Source: an optimization exercise on an open RTL-to-GDS flow (aim: small area). Production flows keep margins and buffers that such runs may drop. RTL that was checked went through simulation tests only; none was proved equivalent to the original. No activity file was given, so power comes from the tool's default toggle rates.

Design UART_Top_Module, start of the top module:
module UART_Top_Module(
input clk,
input rst,
input [7:0] data_in,
input wr_en, rd_en,
input [2:0] address,
output [7:0] data_o,
output serial_data_out,
output n_RTS,
output tx_done,
input n_CTS
);
Size: roughly 27 I/O pins.
==> module UART_Top_Module, before the edit <==
module UART_Top_Module(
input clk,
input rst,
input [7:0] data_in,
input wr_en, rd_en,
input [2:0] address,
output [7:0] data_o,
output serial_data_out,
output n_RTS,
output tx_done,
input n_CTS
);
reg [7:0] r0, r1, r2, r3, r4, r6, r7;
reg m5z, m5b;               
reg rv;                     
reg [2:0] ra;               
wire full, fifo_read;
wire push = wr_en && address == 3'd0 && !full && !r3[7];
wire [7:0] r5 = {{6{m5z}}, m5b, m5z};
wire [7:0] wdata = data_in & {8{rst}};
wire wr = wr_en || !rst;
always @(posedge clk) begin
  if (wr && (address == 3'd0 || !rst)) r0 <= wdata;
  if (wr && (address == 3'd1 || !rst)) r1 <= wdata;
  if (wr && (address == 3'd2 || !rst)) r2 <= wdata;
  if (wr && (address == 3'd3 || !rst)) r3 <= wdata;
  if (wr && (address == 3'd4 || !rst)) r4 <= wdata;
  if (wr && (address == 3'd6 || !rst)) r6 <= wdata;
  if (wr && (address == 3'd7 || !rst)) r7 <= wdata;
end
always @(posedge clk) begin
  if (!rst) begin
    m5z <= 0; m5b <= 0; rv <= 0;
  end else begin
    if (wr_en) begin
      m5z <= 1; m5b <= !push;
    end else if (!rd_en) begin
      m5z <= 1; m5b <= 1;
    end
    rv <= rd_en && !wr_en;
  end
end
always @(posedge clk)
  ra <= address;
reg [7:0] rdata;
always @* begin
  case (ra)
    3'd0: rdata = r0;
    3'd1: rdata = r1;
    3'd2: rdata = r2;
    3'd3: rdata = r3;
    3'd4: rdata = r4;
    3'd5: rdata = r5;
    3'd6: rdata = r6;
    default: rdata = r7;
  endcase
end
assign data_o = rv ? rdata : 8'd0;
reg [7:0] slot [0:31];
reg [4:0] n;
reg sh, shn;                
reg [7:0] dfifo;            
reg st;                     
reg [2:0] ph;
wire tx_ready;
wire empty = (n == 5'd0);
assign full = (n == 5'd31);
assign fifo_read = !st && !empty && tx_ready;
wire acc = push && !(n == 5'd30 && sh && !fifo_read);
always @(posedge clk) begin
  if (!rst) begin
    n <= 0; sh <= 0; shn <= 1; st <= 0; ph <= 0;
  end else begin
    n <= n + {4'd0, sh} - {4'd0, fifo_read};
    sh <= acc;
    shn <= !acc;
    st <= tx_ready && (st || !empty);
    ph <= ph + 3'd1;
  end
end
always @(posedge clk)
  dfifo <= data_in;
wire [15:0] din2 = {dfifo, dfifo} >> (ph + 3'd1);
wire [7:0] din_rot = din2[7:0] ^ {8{ph[0]}};
integer i;
always @(posedge clk) begin
  slot[0] <= ~((din_rot | {8{shn}}) & ({slot[0][0], slot[0][7:1]} | {8{sh}}));
  for (i = 1; i < 32; i = i + 1)
    slot[i] <= ~(({slot[i-1][0], slot[i-1][7:1]} | {8{shn}}) & ({slot[i][0], slot[i][7:1]} | {8{sh}}));
end
reg [14:0] vr;              
reg [22:0] ic;
reg bclk, btick, gen;
always @(posedge clk) begin
  if (!rst) begin
    ic <= 0; bclk <= 1; btick <= 0; gen <= 0;
  end else if (r3[7]) begin
    gen <= 1; btick <= 0;
  end else if (gen) begin
    if (ic == {8'd0, vr}) begin
      ic <= 0; bclk <= ~bclk; btick <= ~bclk;
    end else begin
      ic <= ic + 23'd1; btick <= 0;
    end
  end
end
always @(posedge clk)
  if (r3[7]) vr <= {r1, r0[7:1]};
reg tx;                     
reg S;                      
reg [13:0] K;               
reg [1:0] L;                
reg P;                      
reg par;                    
reg nxt;                    
reg sdo;
assign tx_done = tx & S;
assign tx_ready = !tx_done;
assign serial_data_out = sdo;
wire [3:0] b = K[7:4];
wire [3:0] lend = 4'd5 + {2'd0, L};
wire [3:0] len = lend + {3'd0, P};
wire fb = (b <= lend) ? nxt : par;
wire first = (K[3:0] == 4'd0);
assign n_RTS = !S && (tx || (first && b == 4'd0));
wire [4:0] T = !r3[2] ? 5'd15 : (r3[1:0] == 2'b00) ? 5'd23 : 5'd31;
wire kend = S ? (K == {9'd0, T}) : (K[3:0] == 4'hf && b == len);
wire load = st && r4[1] && tx && !n_CTS;
wire run = r4[1] && !tx;
always @(posedge clk) begin
  if (!rst) begin
    tx <= 1; S <= 0; K <= 0; sdo <= 1;
  end else if (btick) begin
    if (load) begin
      tx <= 0; S <= 0;
    end else if (run) begin
      if (S) sdo <= 1'b1;
      else if (first) sdo <= fb;
      if (kend) begin
        K <= 0;
        if (S) tx <= 1;
        S <= 1;
      end else
        K <= K + 14'd1;
    end else begin
      tx <= 1; S <= 0; K <= 0; sdo <= 1;
    end
  end
end
always @(posedge clk) begin
  if (btick && load) begin
    L <= {r3[0], r3[1]}; P <= r3[3]; par <= r3[5];
  end else if (btick && run && !S && K[3:0] == 4'hf)
    par <= par ^ sdo;       
end
always @(posedge clk)
  if (btick && load)
    nxt <= 1'b0;
  else if (!tx && !S && !first && ph == b[2:0])
    nxt <= slot[n][0] ^ ph[0];
endmodule
export LEC_CHECK = 0
export CAP_MARGIN = 20
export CORE_MARGIN = 2
export CORE_UTILIZATION = 80
export CTS_BUF_LIST = sky130_fd_sc_hd__clkbuf_16
export CTS_CLUSTER_DIAMETER = 100
export CTS_CLUSTER_SIZE = 30
export PLACE_DENSITY = 0.85
export SLEW_MARGIN = 20
create_clock -name core_clock -period 5.0 [get_ports {clk}]
standard.sh (not shown) runs the stock make flow with config.mk's settings and CLKGATE_MAP_FILE= SYNTH_SCRIPT=/design/flow/synth_recipe.tcl, a recipe that flattens the netlist after the stock synthesis.
==> flow/flow/run.sh <==
#!/bin/bash
# Standard layout with two changes: the clock tree uses only clkbuf_16 cells in
# clusters of up to 34 registers and no dummy loads, and the ports are buffered
# with buf_1 cells. Every tool's output goes to orfs/logs and to standard.log.
set -euo pipefail
export CTS_ARGS="-sink_clustering_enable -repair_clock_nets -dont_use_dummy_load -buf_list sky130_fd_sc_hd__clkbuf_16 -sink_clustering_size 34 -sink_clustering_max_diameter 70"
export BUFFER_PORTS_ARGS="-buffer_cell sky130_fd_sc_hd__buf_1"
bash standard.sh > standard.log 2>&1
The baseline finished clean.
Change:
--- a/flow/design.v
+++ b/flow/design.v
@@ -58,11 +58,10 @@
 end
 assign data_o = rv ? rdata : 8'd0;
 reg [7:0] slot [0:31];
 reg [4:0] n;
 reg sh, shn;                
-reg [7:0] dfifo;            
 reg st;                     
 reg [2:0] ph;
 wire tx_ready;
 wire empty = (n == 5'd0);
 assign full = (n == 5'd31);
@@ -77,13 +76,11 @@
     shn <= !acc;
     st <= tx_ready && (st || !empty);
     ph <= ph + 3'd1;
   end
 end
-always @(posedge clk)
-  dfifo <= data_in;
-wire [15:0] din2 = {dfifo, dfifo} >> (ph + 3'd1);
+wire [15:0] din2 = {r0, r0} >> (ph + 3'd1);
 wire [7:0] din_rot = din2[7:0] ^ {8{ph[0]}};
 integer i;
 always @(posedge clk) begin
   slot[0] <= ~((din_rot | {8{shn}}) & ({slot[0][0], slot[0][7:1]} | {8{sh}}));
   for (i = 1; i < 32; i = i + 1)
=> Worst setup slack gets worse by 0.0076 ns; utilization grows by 1.1 points; design area shrinks by 1.2%; cell count shrinks by 0.50%; flip-flop and latch count shrinks by 8; first-iteration DRC count grows by 2.7%; routed wire length shrinks by 5.7%.

---

Setup of run A:
The RTL this note starts from:
==> flow/design.v <==
`timescale 1ns / 1ps
module UART_Top_Module(
input clk,
input rst,
input [7:0] data_in,
input wr_en, rd_en,
input [2:0] address,
output [7:0] data_o,
output serial_data_out,
output n_RTS,
output tx_done,
input n_CTS
);
reg [7:0] r0, r1, r2, r3, r4, r6, r7;
reg m5z, m5b;               
reg rv;                     
reg [2:0] ra;               
wire full, fifo_read;
wire push = wr_en && address == 3'd0 && !full && !r3[7];
wire [7:0] r5 = {{6{m5z}}, m5b, m5z};
wire [7:0] wdata = data_in & {8{rst}};
wire wr = wr_en || !rst;
always @(posedge clk) begin
  if (wr && (address == 3'd0 || !rst)) r0 <= wdata;
  if (wr && (address == 3'd1 || !rst)) r1 <= wdata;
  if (wr && (address == 3'd2 || !rst)) r2 <= wdata;
  if (wr && (address == 3'd3 || !rst)) r3 <= wdata;
  if (wr && (address == 3'd4 || !rst)) r4 <= wdata;
  if (wr && (address == 3'd6 || !rst)) r6 <= wdata;
  if (wr && (address == 3'd7 || !rst)) r7 <= wdata;
end
always @(posedge clk) begin
  if (!rst) begin
    m5z <= 0; m5b <= 0; rv <= 0;
  end else begin
    if (wr_en) begin
      m5z <= 1; m5b <= !push;
    end else if (!rd_en) begin
      m5z <= 1; m5b <= 1;
    end
    rv <= rd_en && !wr_en;
  end
end
always @(posedge clk)
  ra <= address;
reg [7:0] rdata;
always @* begin
  case (ra)
    3'd0: rdata = r0;
    3'd1: rdata = r1;
    3'd2: rdata = r2;
    3'd3: rdata = r3;
    3'd4: rdata = r4;
    3'd5: rdata = r5;
    3'd6: rdata = r6;
    default: rdata = r7;
  endcase
end
assign data_o = rv ? rdata : 8'd0;
reg [7:0] slot [0:31];
reg [4:0] n;
reg sh, shn;                
reg [7:0] dfifo;            
reg st;                     
reg [2:0] ph;
wire tx_ready;
wire empty = (n == 5'd0);
assign full = (n == 5'd31);
assign fifo_read = !st && !empty && tx_ready;
wire acc = push && !(n == 5'd30 && sh && !fifo_read);
always @(posedge clk) begin
  if (!rst) begin
    n <= 0; sh <= 0; shn <= 1; st <= 0; ph <= 0;
  end else begin
    n <= n + {4'd0, sh} - {4'd0, fifo_read};
    sh <= acc;
    shn <= !acc;
    st <= tx_ready && (st || !empty);
    ph <= ph + 3'd1;
  end
end
always @(posedge clk)
  dfifo <= data_in;
wire [15:0] din2 = {dfifo, dfifo} >> (ph + 3'd1);
wire [7:0] din_rot = din2[7:0] ^ {8{ph[0]}};
integer i;
always @(posedge clk) begin
  slot[0] <= ~((din_rot | {8{shn}}) & ({slot[0][0], slot[0][7:1]} | {8{sh}}));
  for (i = 1; i < 32; i = i + 1)
    slot[i] <= ~(({slot[i-1][0], slot[i-1][7:1]} | {8{shn}}) & ({slot[i][0], slot[i][7:1]} | {8{sh}}));
end
reg [14:0] vr;              
reg [22:0] ic;
reg bclk, btick, gen;
always @(posedge clk) begin
  if (!rst) begin
    ic <= 0; bclk <= 1; btick <= 0; gen <= 0;
  end else if (r3[7]) begin
    gen <= 1; btick <= 0;
  end else if (gen) begin
    if (ic == {8'd0, vr}) begin
      ic <= 0; bclk <= ~bclk; btick <= ~bclk;
    end else begin
      ic <= ic + 23'd1; btick <= 0;
    end
  end
end
always @(posedge clk)
  if (r3[7]) vr <= {r1, r0[7:1]};
reg tx;                     
reg S;                      
reg [13:0] K;               
reg [1:0] L;                
reg P;                      
reg par;                    
reg nxt;                    
reg sdo, nrts;
assign tx_done = tx & S;
assign tx_ready = !tx_done;
assign serial_data_out = sdo;
assign n_RTS = nrts;
wire [3:0] b = K[7:4];
wire [3:0] lend = 4'd5 + {2'd0, L};
wire [3:0] len = lend + {3'd0, P};
wire fb = (b == 4'd0) ? 1'b0 : (b <= lend) ? nxt : par;
wire first = (K[3:0] == 4'd0);
wire [4:0] T = !r3[2] ? 5'd15 : (r3[1:0] == 2'b00) ? 5'd23 : 5'd31;
wire kend = S ? (K == {9'd0, T}) : (K[3:0] == 4'hf && b == len);
wire load = st && r4[1] && tx && !n_CTS;
wire run = r4[1] && !tx;
always @(posedge clk) begin
  if (!rst) begin
    tx <= 1; S <= 0; K <= 0; sdo <= 1; nrts <= 1;
  end else if (btick) begin
    if (load) begin
      tx <= 0; S <= 0; nrts <= 1;
    end else if (run) begin
      nrts <= 0;
      if (S) sdo <= 1'b1;
      else if (first) sdo <= fb;
      if (kend) begin
        K <= 0;
        if (S) tx <= 1;
        S <= 1;
      end else
        K <= K + 14'd1;
    end else begin
      tx <= 1; S <= 0; K <= 0; sdo <= 1; nrts <= 1;
    end
  end
end
always @(posedge clk) begin
  if (btick && load) begin
    L <= {r3[0], r3[1]}; P <= r3[3]; par <= r3[5];
  end else if (btick && run && !S && K[3:0] == 4'hf && b != 4'd0 && b <= lend)
    par <= par ^ sdo;
end
always @(posedge clk)
  if (!tx && !S && !first && ph == b[2:0])
    nxt <= slot[n][0] ^ ph[0];
endmodule
==> flow/config.mk <==
export PLATFORM = sky130hd
export DESIGN_NAME = UART_Top_Module
export DESIGN_NICKNAME = UART_Top_Module
export VERILOG_FILES = /design/flow/design.v
export SDC_FILE = /design/flow/constraint.sdc
export NUM_CORES = 4
export LEC_CHECK = 0
export CAP_MARGIN = 20
export CORE_MARGIN = 2
export CORE_UTILIZATION = 60
export CTS_BUF_LIST = sky130_fd_sc_hd__clkbuf_16
export CTS_CLUSTER_DIAMETER = 100
export CTS_CLUSTER_SIZE = 30
export SLEW_MARGIN = 20
==> flow/constraint.sdc <==
create_clock -name core_clock -period 5.0 [get_ports {clk}]
set_input_delay 1.0000 -clock core_clock [delete_from_list [all_inputs] [get_ports {clk}]]
set_output_delay 1.0000 -clock core_clock [all_outputs]
set_load 0.01 [all_outputs]
run.sh (not shown) runs the stock make flow with config.mk's settings and CLKGATE_MAP_FILE= SYNTH_SCRIPT=/design/flow/synth_recipe.tcl, a recipe that flattens the netlist after the stock synthesis.
Stock flow here: none of the scripts above is used.
diff inputs: run A => run B
-- flow/design.v --
<<< run A, line 19
wire push = wr_en && address == 3'd0 && !full && !r3[7];
wire [7:0] r5 = {{6{m5z}}, m5b, m5z};
wire [7:0] wdata = data_in & {8{rst}};
wire wr = wr_en || !rst;
always @(posedge clk) begin
  if (wr && (address == 3'd0 || !rst)) r0 <= wdata;
  if (wr && (address == 3'd1 || !rst)) r1 <= wdata;
  if (wr && (address == 3'd2 || !rst)) r2 <= wdata;
  if (wr && (address == 3'd3 || !rst)) r3 <= wdata;
  if (wr && (address == 3'd4 || !rst)) r4 <= wdata;
  if (wr && (address == 3'd6 || !rst)) r6 <= wdata;
  if (wr && (address == 3'd7 || !rst)) r7 <= wdata;
end
always @(posedge clk) begin
  if (!rst) begin
    m5z <= 0; m5b <= 0; rv <= 0;
  end else begin
    if (wr_en) begin
      m5z <= 1; m5b <= !push;
    end else if (!rd_en) begin
>>> run B, line 19
wire push = wr_en && address == 3'd0 && !full && !r3[7];
wire [7:0] r5 = {{6{m5z}}, m5b, m5z};
always @(posedge clk) begin
  if (!rst) begin
    r0 <= 0; r1 <= 0; r2 <= 0; r3 <= 0; r4 <= 0; r6 <= 0; r7 <= 0;
    m5z <= 0; m5b <= 0; rv <= 0;
  end else begin
    if (wr_en) begin
      case (address)
        3'd0: r0 <= data_in;
        3'd1: r1 <= data_in;
        3'd2: r2 <= data_in;
        3'd3: r3 <= data_in;
        3'd4: r4 <= data_in;
        3'd6: r6 <= data_in;
        3'd7: r7 <= data_in;
        default: ;
      endcase
      m5z <= 1; m5b <= !push;
    end else if (!rd_en) begin
### Flow results
- Run B against run A: cell count rose 167, layout-stage area growth over the synthesis result went up 0.46 points, total routed wirelength grew by about 3.7%, power attributed to combinational cells went up by about 8%, number of synthesized flops with an enable pin fell by 74%.
Only the layout flow was run in run B; the RTL was not checked for function there.

---

## main
// UART_Top_Module: RTL as listed in full above, without the edits since
==> flow/config.mk <==
export PLATFORM = sky130hd
export DESIGN_NAME = UART_Top_Module
export DESIGN_NICKNAME = UART_Top_Module
export VERILOG_FILES = /design/flow/design.v
export SDC_FILE = /design/flow/constraint.sdc
export NUM_CORES = 4
export LEC_CHECK = 0
export CAP_MARGIN = 20
export CORE_MARGIN = 2
export CORE_UTILIZATION = 60
export CTS_BUF_LIST = sky130_fd_sc_hd__clkbuf_16
export CTS_CLUSTER_DIAMETER = 100
export CTS_CLUSTER_SIZE = 30
export SLEW_MARGIN = 20
==> flow/constraint.sdc <==
create_clock -name core_clock -period 5.0 [get_ports {clk}]
set_input_delay 1.0000 -clock core_clock [delete_from_list [all_inputs] [get_ports {clk}]]
set_output_delay 1.0000 -clock core_clock [all_outputs]
set_load 0.01 [all_outputs]
standard.sh (not shown) runs the stock make flow with config.mk's settings and CLKGATE_MAP_FILE= SYNTH_SCRIPT=/design/flow/synth_recipe.tcl, a recipe that flattens the netlist after the stock synthesis.
==> flow/flow/run.sh <==
#!/bin/bash
# Standard layout with two changes: the clock tree uses only clkbuf_16 cells in
# clusters of up to 30 registers and no dummy loads, and the ports are buffered
# with buf_1 cells. Every tool's output goes to orfs/logs and to standard.log.
set -euo pipefail
export CTS_ARGS="-sink_clustering_enable -repair_clock_nets -dont_use_dummy_load -buf_list sky130_fd_sc_hd__clkbuf_16 -sink_clustering_size 30 -sink_clustering_max_diameter 100"
export BUFFER_PORTS_ARGS="-buffer_cell sky130_fd_sc_hd__buf_1"
bash standard.sh > standard.log 2>&1
main | stages: all done | timing, DRC, antenna: all pass
Here is what was changed in the inputs of the feature branch compared with main.
-- flow/design.v --
<<< main, line 115
reg par;                    
reg nxt;                    
reg sdo, nrts;
assign tx_done = tx & S;
assign tx_ready = !tx_done;
assign serial_data_out = sdo;
assign n_RTS = nrts;
wire [3:0] b = K[7:4];
wire [3:0] lend = 4'd5 + {2'd0, L};
wire [3:0] len = lend + {3'd0, P};
wire fb = (b == 4'd0) ? 1'b0 : (b <= lend) ? nxt : par;
wire first = (K[3:0] == 4'd0);
wire [4:0] T = !r3[2] ? 5'd15 : (r3[1:0] == 2'b00) ? 5'd23 : 5'd31;
wire kend = S ? (K == {9'd0, T}) : (K[3:0] == 4'hf && b == len);
>>> the feature branch, line 115
reg par;                    
reg nxt;                    
reg sdo;
assign tx_done = tx & S;
assign tx_ready = !tx_done;
assign serial_data_out = sdo;
wire [3:0] b = K[7:4];
wire [3:0] lend = 4'd5 + {2'd0, L};
wire [3:0] len = lend + {3'd0, P};
wire fb = (b <= lend) ? nxt : par;
wire first = (K[3:0] == 4'd0);
assign n_RTS = !S && (tx || (first && b == 4'd0));
wire [4:0] T = !r3[2] ? 5'd15 : (r3[1:0] == 2'b00) ? 5'd23 : 5'd31;
wire kend = S ? (K == {9'd0, T}) : (K[3:0] == 4'hf && b == len);
<<< main, line 131
always @(posedge clk) begin
  if (!rst) begin
    tx <= 1; S <= 0; K <= 0; sdo <= 1; nrts <= 1;
  end else if (btick) begin
    if (load) begin
      tx <= 0; S <= 0; nrts <= 1;
    end else if (run) begin
      nrts <= 0;
      if (S) sdo <= 1'b1;
      else if (first) sdo <= fb;
>>> the feature branch, line 131
always @(posedge clk) begin
  if (!rst) begin
    tx <= 1; S <= 0; K <= 0; sdo <= 1;
  end else if (btick) begin
    if (load) begin
      tx <= 0; S <= 0;
    end else if (run) begin
      if (S) sdo <= 1'b1;
      else if (first) sdo <= fb;
<<< main, line 146
        K <= K + 14'd1;
    end else begin
      tx <= 1; S <= 0; K <= 0; sdo <= 1; nrts <= 1;
    end
  end
>>> the feature branch, line 145
        K <= K + 14'd1;
    end else begin
      tx <= 1; S <= 0; K <= 0; sdo <= 1;
    end
  end
<<< main, line 153
  if (btick && load) begin
    L <= {r3[0], r3[1]}; P <= r3[3]; par <= r3[5];
  end else if (btick && run && !S && K[3:0] == 4'hf && b != 4'd0 && b <= lend)
    par <= par ^ sdo;
end
always @(posedge clk)
  if (!tx && !S && !first && ph == b[2:0])
    nxt <= slot[n][0] ^ ph[0];
endmodule
>>> the feature branch, line 152
  if (btick && load) begin
    L <= {r3[0], r3[1]}; P <= r3[3]; par <= r3[5];
  end else if (btick && run && !S && K[3:0] == 4'hf)
    par <= par ^ sdo;       
end
always @(posedge clk)
  if (btick && load)
    nxt <= 1'b0;
  else if (!tx && !S && !first && ph == b[2:0])
    nxt <= slot[n][0] ^ ph[0];
endmodule
--- outcome ---
The feature branch has worst slack at placement above what main had.
Diff main -> the feature branch: instance count on the critical path ~0 delta; worst reg-to-reg path cell count -9.
Net count of the mapped netlist in the feature branch is about 2% lower than in main
Compare the feature branch and main | synthesized-area fraction occupied by and/or/nand/nor cells higher: main
The feature branch vs main — detailed placement HPWL dropped 1600 µm.
The feature branch vs. main: met1 wire length decreased by about 4.6% relative to the old numbers, die area decreased by about 1.1% relative to the old numbers.
Summary of the feature branch over main: area of all placed cells without fillers shows a reduction of 1.1%, clock period minus final worst setup slack shows a reduction of 140 ps, global-route wire length before repair shows a reduction of about 3.6%, register share of the cell area shows an increase of 0.48 points.

-- static timing again, ports no longer ideal --
Ports are ideal in the flow. The routed layouts listed here were re-timed in OpenROAD.
Step 1 (the two cells are an assumption about what drives the block):
set clk [get_ports {clk}]
set_driving_cell -lib_cell sky130_fd_sc_hd__clkbuf_16 $clk
set_driving_cell -lib_cell sky130_fd_sc_hd__buf_2 [delete_from_list [all_inputs] $clk]
Step 2 times the ports against the registers' clock, not the clock port: input delays grow and output delays shrink by t, the midpoint of the rising clock arrivals with the driver on.
a / b / c = ideal ports / drivers / drivers and shift; a / b = the first two.
run	t, ns	setup WS [ns]	latest minus earliest clock arrival (ns)
the first run of note 1	0.542	1.255 / 1.206 / 1.748	0.040 / 0.040
the second run of note 1	0.536	1.247 / 1.203 / 1.739	0.047 / 0.047
run A	0.559	0.977 / 0.928 / 1.487	0.020 / 0.020
run B	0.561	0.994 / 0.946 / 1.507	0.010 / 0.011
main	0.542	1.352 / 1.303 / 1.845	0.045 / 0.045
the feature branch	0.546	1.493 / 1.446 / 1.992	0.037 / 0.037
After both steps setup and hold are still met in every run listed.
